This design comes from an exercise in tuning for small area on the open sky130 flow, not from production work.
In this exercise RTL edits were held to simulation tests only and were not proved equivalent to the original.
No activity file was given, so power comes from the tool's default toggle rates.

Setup of v29:
Design icache_intc_top, start of the top module:
module icache_intc_top (
   input  logic          clk_i,
   input  logic          rst_ni,
   input  logic [7:0]    request_i,
   input  logic [255:0]  address_i,
   output logic [7:0]    grant_o,
   output logic [7:0]    response_o,
   output logic [255:0]  read_data_o,
   output logic [15:0]   request_o,
   output logic [511:0]  address_o,
   output logic [127:0]  UID_o,
   input  logic [15:0]   grant_i,
   input  logic [511:0]  read_data_i,
   input  logic [15:0]   response_i,
   input  logic [127:0]  response_UID_i
);
   logic [15:0][7:0] r;       
   logic [15:0][7:0] win;     
   logic [15:0][7:0] win2;    
   logic [15:0]      bank_en;  
   logic [15:0][2:0] flag_q;  
   for (genvar k = 0; k < 8; k++) begin : g_dec
      logic [3:0] a, an;
      logic [3:0] lo_n, hi_n;
      assign a = address_i[32*k+2 +: 4];
      for (genvar b = 0; b < 4; b++) begin : g_inv
         icache_intc_inv i_inv (.a_i(a[b]), .y_o(an[b]));
      end
      for (genvar x = 0; x < 4; x++) begin : g_pre
         icache_intc_nand2 i_lo (.a_i(x[0] ? a[0] : an[0]), .b_i(x[1] ? a[1] : an[1]), .y_o(lo_n[x]));
         icache_intc_nand3 i_hi (.a_i(request_i[k]), .b_i(x[0] ? a[2] : an[2]),
                                 .c_i(x[1] ? a[3] : an[3]), .y_o(hi_n[x]));
      end
      for (genvar j = 0; j < 16; j++) begin : g_bank
         icache_intc_nor2 i_r (.a_i(lo_n[j%4]), .b_i(hi_n[j/4]), .y_o(r[j][k]));
      end
   end
   for (genvar j = 0; j < 16; j++) begin : g_req
      icache_intc_arb8 i_arb (
         .r_i     ( r[j]         ),
         .flag_i  ( flag_q[j]    ),
         .win_o   ( win[j]       ),
         .win2_o  ( win2[j]      ),
         .req_o   ( request_o[j] )
      );
      assign UID_o[8*j +: 8] = win[j];
      logic [2:0] flag_d;
      icache_intc_and2 i_en  (.a_i(request_o[j]), .b_i(grant_i[j]), .y_o(bank_en[j]));
      icache_intc_inc3 i_inc (.q_i(flag_q[j]), .en_i(bank_en[j]), .d_o(flag_d));
      for (genvar i = 0; i < 32; i++) begin : g_abit
         if (i >= 2 && i < 6) begin : g_const
            assign address_o[32*j+i] = j[i-2];
         end else begin : g_sel
            logic [7:0] d;
            for (genvar k = 0; k < 8; k++) begin : g_d
               assign d[k] = address_i[32*k+i];
  ...
==> module icache_intc_top, before the edit <==
module icache_intc_top (
   input  logic          clk_i,
   input  logic          rst_ni,
   input  logic [7:0]    request_i,
   input  logic [255:0]  address_i,
   output logic [7:0]    grant_o,
   output logic [7:0]    response_o,
   output logic [255:0]  read_data_o,
   output logic [15:0]   request_o,
   output logic [511:0]  address_o,
   output logic [127:0]  UID_o,
   input  logic [15:0]   grant_i,
   input  logic [511:0]  read_data_i,
   input  logic [15:0]   response_i,
   input  logic [127:0]  response_UID_i
);
   logic [15:0][7:0] r;       
   logic [15:0][7:0] win;     
   logic [15:0][7:0] win2;    
   logic [15:0]      bank_en;  
   logic [15:0][2:0] flag_q;  
   for (genvar k = 0; k < 8; k++) begin : g_dec
      logic [3:0] a, an;
      logic [3:0] lo_n, hi_n;
      assign a = address_i[32*k+2 +: 4];
      for (genvar b = 0; b < 4; b++) begin : g_inv
         icache_intc_inv i_inv (.a_i(a[b]), .y_o(an[b]));
      end
      for (genvar x = 0; x < 4; x++) begin : g_pre
         icache_intc_nand2 i_lo (.a_i(x[0] ? a[0] : an[0]), .b_i(x[1] ? a[1] : an[1]), .y_o(lo_n[x]));
         icache_intc_nand3 i_hi (.a_i(request_i[k]), .b_i(x[0] ? a[2] : an[2]),
                                 .c_i(x[1] ? a[3] : an[3]), .y_o(hi_n[x]));
      end
      for (genvar j = 0; j < 16; j++) begin : g_bank
         icache_intc_nor2 i_r (.a_i(lo_n[j%4]), .b_i(hi_n[j/4]), .y_o(r[j][k]));
      end
   end
   for (genvar j = 0; j < 16; j++) begin : g_req
      icache_intc_arb8 i_arb (
         .r_i     ( r[j]         ),
         .flag_i  ( flag_q[j]    ),
         .win_o   ( win[j]       ),
         .win2_o  ( win2[j]      ),
         .req_o   ( request_o[j] )
      );
      assign UID_o[8*j +: 8] = win[j];
      logic [2:0] flag_d;
      icache_intc_and2 i_en  (.a_i(request_o[j]), .b_i(grant_i[j]), .y_o(bank_en[j]));
      icache_intc_inc3 i_inc (.q_i(flag_q[j]), .en_i(bank_en[j]), .d_o(flag_d));
      for (genvar i = 0; i < 32; i++) begin : g_abit
         if (i >= 2 && i < 6) begin : g_const
            assign address_o[32*j+i] = j[i-2];
         end else begin : g_sel
            logic [7:0] d;
            for (genvar k = 0; k < 8; k++) begin : g_d
               assign d[k] = address_i[32*k+i];
            end
            logic [7:0] s;
            assign s = (i < 18) ? win[j] : win2[j];
            icache_intc_aosel8 i_sel (.s_i(s), .d_i(d), .y_o(address_o[32*j+i]));
         end
      end
      always_ff @(posedge clk_i or negedge rst_ni) begin
         if (!rst_ni)
            flag_q[j] <= '0;
         else
            flag_q[j] <= flag_d;
      end
   end
   for (genvar k = 0; k < 8; k++) begin : g_core
      logic [15:0] sel_n;        
      logic [15:0] sel, sel2;    
      logic [15:0] wk;
      for (genvar j = 0; j < 16; j++) begin : g_bank
         icache_intc_nand2 i_seln (.a_i(response_i[j]), .b_i(response_UID_i[8*j+k]), .y_o(sel_n[j]));
         icache_intc_inv   i_sel  (.a_i(sel_n[j]), .y_o(sel[j]));
         icache_intc_inv   i_sel2 (.a_i(sel_n[j]), .y_o(sel2[j]));
         assign wk[j] = win2[j][k];
      end
      icache_intc_aosel16 i_gnt (.s_i(wk), .d_i(bank_en), .y_o(grant_o[k]));
      icache_intc_nand16  i_rsp (.a_i(sel_n), .y_o(response_o[k]));
      for (genvar i = 0; i < 32; i++) begin : g_dbit
         logic [15:0] d;
         for (genvar j = 0; j < 16; j++) begin : g_d
            assign d[j] = read_data_i[32*j+i];
         end
         logic [15:0] s;
         assign s = (i < 16) ? sel : sel2;
         icache_intc_aosel16 i_sel (.s_i(s), .d_i(d), .y_o(read_data_o[32*k+i]));
      end
   end
endmodule
==> module icache_intc_aosel16, before the edit <==
module icache_intc_aosel16 (
   input  logic [15:0] s_i,
   input  logic [15:0] d_i,
   output logic        y_o
);
   logic [3:0] n;
   logic       m, p;
   for (genvar g = 0; g < 4; g++) begin : g_aoi
      icache_intc_aoi222 i_a (.a_i(s_i[3*g +: 3]), .b_i(d_i[3*g +: 3]), .y_o(n[g]));
   end
   icache_intc_nand4 i_m  (.a_i(n), .y_o(m));
   icache_intc_ao221 i_p  (.a_i(s_i[13:12]), .b_i(d_i[13:12]), .c_i(m), .y_o(p));
   icache_intc_ao221 i_o  (.a_i(s_i[15:14]), .b_i(d_i[15:14]), .c_i(p), .y_o(y_o));
endmodule
==> module icache_intc_nand16, before the edit <==
module icache_intc_nand16 (
   input  logic [15:0] a_i,
   output logic        y_o
);
   logic [3:0] n;
   for (genvar g = 0; g < 4; g++) begin : g_nand
      icache_intc_nand4 i_n (.a_i(a_i[4*g +: 4]), .y_o(n[g]));
   end
   icache_intc_or4 i_o (.a_i(n), .y_o(y_o));
endmodule
==> module icache_intc_nand4, before the edit <==
module icache_intc_nand4 (
   input  logic [3:0] a_i,
   output logic       y_o
);
   assign y_o = ~&a_i;
endmodule
export LEC_CHECK = 0
export CAP_MARGIN = 20
export CELL_PAD_IN_SITES_DETAIL_PLACEMENT = 1
export CELL_PAD_IN_SITES_GLOBAL_PLACEMENT = 2
export CORE_AREA = 4 4 466 466
export DIE_AREA = 0 0 470 470
export GPL_TIMING_DRIVEN = 0
export PLACE_DENSITY = 0.36
export SLEW_MARGIN = 20
export SYNTH_HIERARCHICAL = 1
create_clock -name core_clock -period 10.0 [get_ports {clk_i}]
standard.sh (not shown) runs the stock make flow with config.mk's settings and CLKGATE_MAP_FILE= SYNTH_SCRIPT=/design/flow/synth_recipe.tcl, a recipe that flattens the netlist after the stock synthesis.
==> flow/flow/run.sh <==
#!/bin/bash
# Layout flow: the standard ORFS flow (standard.sh), run in steps, with these changes to
# how the layout is made:
#  - the synthesis is standard.sh's, unchanged;
#  - after the floorplan (flow/fp_post.tcl), the buffers that synthesis put between tie cells
#    and constant outputs are removed (the timing-driven placement that would remove them is
#    off), and the constant outputs share one tie cell per value;
#  - port buffers are buf_1 (buffer_ports otherwise picks a 10 um^2 delay buffer);
#  - IO pins may sit on adjacent routing tracks, except near the clock port, which is placed
#    in the middle of the left edge (flow/clk_pin.tcl).
# Each step's full output goes to a log file of its own in this folder; ORFS's own logs are
# under orfs/logs.
set -euo pipefail
HERE=$(pwd)
RES=orfs/results/$FLOW_PLATFORM/icache_intc_top/base
DIE_H=$(sed -n 's/^export DIE_AREA = [0-9.]* [0-9.]* [0-9.]* \([0-9.]*\).*/\1/p' config.mk)
YMID=$(python3 -c "print(float('$DIE_H')/2)")
EXCL=$(python3 -c "print('left:%g-%g' % ($YMID-5, $YMID+5))")
EXTRA=(
  "BUFFER_PORTS_ARGS=-buffer_cell sky130_fd_sc_hd__buf_1"
  "PLACE_PINS_ARGS=-min_distance 1 -min_distance_in_tracks -exclude $EXCL"
  "PRE_IO_PLACEMENT_TCL=$HERE/flow/clk_pin.tcl"
)

bash standard.sh synth > log_synth.log 2>&1
bash standard.sh "${EXTRA[@]}" floorplan > log_floorplan.log 2>&1

ODB=$RES/2_floorplan.odb LIB=$FLOW_HOME/platforms/sky130hd/lib/sky130_fd_sc_hd__tt_025C_1v80.lib \
  openroad -no_init -exit flow/fp_post.tcl > log_fp_post.log 2>&1

bash standard.sh "${EXTRA[@]}" "${@:-finish}" > log_finish.log 2>&1
Other scripts of this flow, unchanged in this note and not shown: flow/flow/clk_pin.tcl, flow/flow/fp_post.tcl
For v16, these inputs were changed with respect to v29:
==> flow/design.v, changed modules only <==
module icache_intc_top (
   input  logic          clk_i,
   input  logic          rst_ni,
   input  logic [7:0]    request_i,
   input  logic [255:0]  address_i,
   output logic [7:0]    grant_o,
   output logic [7:0]    response_o,
   output logic [255:0]  read_data_o,
   output logic [15:0]   request_o,
   output logic [511:0]  address_o,
   output logic [127:0]  UID_o,
   input  logic [15:0]   grant_i,
   input  logic [511:0]  read_data_i,
   input  logic [15:0]   response_i,
   input  logic [127:0]  response_UID_i
);
   logic [15:0][7:0] r;       
   logic [15:0][7:0] win;     
   logic [15:0][7:0] win2;    
   logic [15:0]      bank_en;  
   logic [15:0][2:0] flag_q;  
   for (genvar k = 0; k < 8; k++) begin : g_dec
      logic [3:0] a, an;
      logic [3:0] lo_n, hi_n;
      assign a = address_i[32*k+2 +: 4];
      for (genvar b = 0; b < 4; b++) begin : g_inv
         icache_intc_inv i_inv (.a_i(a[b]), .y_o(an[b]));
      end
      for (genvar x = 0; x < 4; x++) begin : g_pre
         icache_intc_nand2 i_lo (.a_i(x[0] ? a[0] : an[0]), .b_i(x[1] ? a[1] : an[1]), .y_o(lo_n[x]));
         icache_intc_nand3 i_hi (.a_i(request_i[k]), .b_i(x[0] ? a[2] : an[2]),
                                 .c_i(x[1] ? a[3] : an[3]), .y_o(hi_n[x]));
      end
      for (genvar j = 0; j < 16; j++) begin : g_bank
         icache_intc_nor2 i_r (.a_i(lo_n[j%4]), .b_i(hi_n[j/4]), .y_o(r[j][k]));
      end
   end
   for (genvar j = 0; j < 16; j++) begin : g_req
      icache_intc_arb8 i_arb (
         .r_i     ( r[j]         ),
         .flag_i  ( flag_q[j]    ),
         .win_o   ( win[j]       ),
         .win2_o  ( win2[j]      ),
         .req_o   ( request_o[j] )
      );
      assign UID_o[8*j +: 8] = win[j];
      logic [2:0] flag_d;
      icache_intc_and2 i_en  (.a_i(request_o[j]), .b_i(grant_i[j]), .y_o(bank_en[j]));
      icache_intc_inc3 i_inc (.q_i(flag_q[j]), .en_i(bank_en[j]), .d_o(flag_d));
      for (genvar i = 0; i < 32; i++) begin : g_abit
         if (i >= 2 && i < 6) begin : g_const
            assign address_o[32*j+i] = j[i-2];
         end else begin : g_sel
            logic [7:0] d;
            for (genvar k = 0; k < 8; k++) begin : g_d
               assign d[k] = address_i[32*k+i];
            end
            logic [7:0] s;
            assign s = (i < 18) ? win[j] : win2[j];
            icache_intc_aosel8 i_sel (.s_i(s), .d_i(d), .y_o(address_o[32*j+i]));
         end
      end
      always_ff @(posedge clk_i or negedge rst_ni) begin
         if (!rst_ni)
            flag_q[j] <= '0;
         else
            flag_q[j] <= flag_d;
      end
   end
   for (genvar k = 0; k < 8; k++) begin : g_core
      logic [15:0] sel, sel2;    
      logic [15:0] wk;
      for (genvar j = 0; j < 16; j++) begin : g_bank
         icache_intc_and2 i_sel  (.a_i(response_i[j]), .b_i(response_UID_i[8*j+k]), .y_o(sel[j]));
         icache_intc_and2 i_sel2 (.a_i(response_i[j]), .b_i(response_UID_i[8*j+k]), .y_o(sel2[j]));
         assign wk[j] = win2[j][k];
      end
      icache_intc_aosel16 i_gnt (.s_i(wk), .d_i(bank_en), .y_o(grant_o[k]));
      icache_intc_or16    i_rsp (.a_i(sel), .y_o(response_o[k]));
      for (genvar i = 0; i < 32; i++) begin : g_dbit
         logic [15:0] d;
         for (genvar j = 0; j < 16; j++) begin : g_d
            assign d[j] = read_data_i[32*j+i];
         end
         logic [15:0] s;
         assign s = (i < 16) ? sel : sel2;
         icache_intc_aosel16 i_sel (.s_i(s), .d_i(d), .y_o(read_data_o[32*k+i]));
      end
   end
endmodule
module icache_intc_aosel16 (
   input  logic [15:0] s_i,
   input  logic [15:0] d_i,
   output logic        y_o
);
   logic [4:0] n;
   logic [1:0] m;
   for (genvar g = 0; g < 5; g++) begin : g_aoi
      icache_intc_aoi222 i_a (.a_i(s_i[3*g +: 3]), .b_i(d_i[3*g +: 3]), .y_o(n[g]));
   end
   icache_intc_nand3 i_m0 (.a_i(n[0]), .b_i(n[1]), .c_i(n[2]), .y_o(m[0]));
   icache_intc_nand2 i_m1 (.a_i(n[3]), .b_i(n[4]), .y_o(m[1]));
   icache_intc_ao211 i_o  (.a_i({s_i[15], d_i[15]}), .b_i(m[0]), .c_i(m[1]), .y_o(y_o));
endmodule
module icache_intc_or16 (
   input  logic [15:0] a_i,
   output logic        y_o
);
   logic [3:0] n;
   for (genvar g = 0; g < 4; g++) begin : g_or
      icache_intc_or4 i_n (.a_i(a_i[4*g +: 4]), .y_o(n[g]));
   end
   icache_intc_or4 i_o (.a_i(n), .y_o(y_o));
endmodule
module icache_intc_ao211 (
   input  logic [1:0] a_i,
   input  logic       b_i,
   input  logic       c_i,
   output logic       y_o
);
   assign y_o = (&a_i) | b_i | c_i;
endmodule
// module icache_intc_nand16 removed
// module icache_intc_nand4 removed
### Flow results
Going from v29 to v16, total power grows by about 0.5%.
Going from v29 to v16, the ratio of final minimum period to clock period was found to have gone down by 6.6 points.
Re area fraction in and, or, nand and nor cells after synthesis: v29 was lower than v16.
Looking at v16 and v29, the proportion of cell area occupied by registers is a wash.
[compare] base=v29 new=v16: sum of routed wire length over all layers went up by 4800 um, number of distinct library cell variants in the gate-level netlist after synthesis was more or less identical, time the final worst path needs with I/O delays and setup went down by 0.66 ns.
Largest stage delay on the critical path in v16 vs v29: down 0.13 ns
Critical path depth delta for v16 relative to v29: 4 higher
Compared with v29, v16 ends up with more cell area.

[static timing again, ports no longer ideal]
In the flow no input, the clock included, has a driving cell. The finished layouts below were timed again as built, in two steps. Step 1 sets driving cells, clkbuf_16 on the clock port and buf_2 on the other inputs (assumed; they add their load-dependent delay and slew). Step 2, shift: input delay + t, output delay - t, t = (earliest + latest rising clock arrival at the registers) / 2. This alone moves slack from input paths to output paths. Slacks: no drivers / after step 1 / after step 2; pairs: no drivers / after step 1.
run	t, ns	setup slack, ns	hold WS [ns]	worst register clock-pin slew, ns
v29	0.371	1.791 / 1.754 / 1.754	0.468 / 0.468 / 0.468	0.09 / 0.09
v16	0.401	2.456 / 2.424 / 2.424	0.470 / 0.470 / 0.470	0.09 / 0.09
After both steps every run listed still meets setup and hold. The setup slack of v29, which loses most, moves by -0.037 ns with the drivers and by -0.037 ns with both steps.
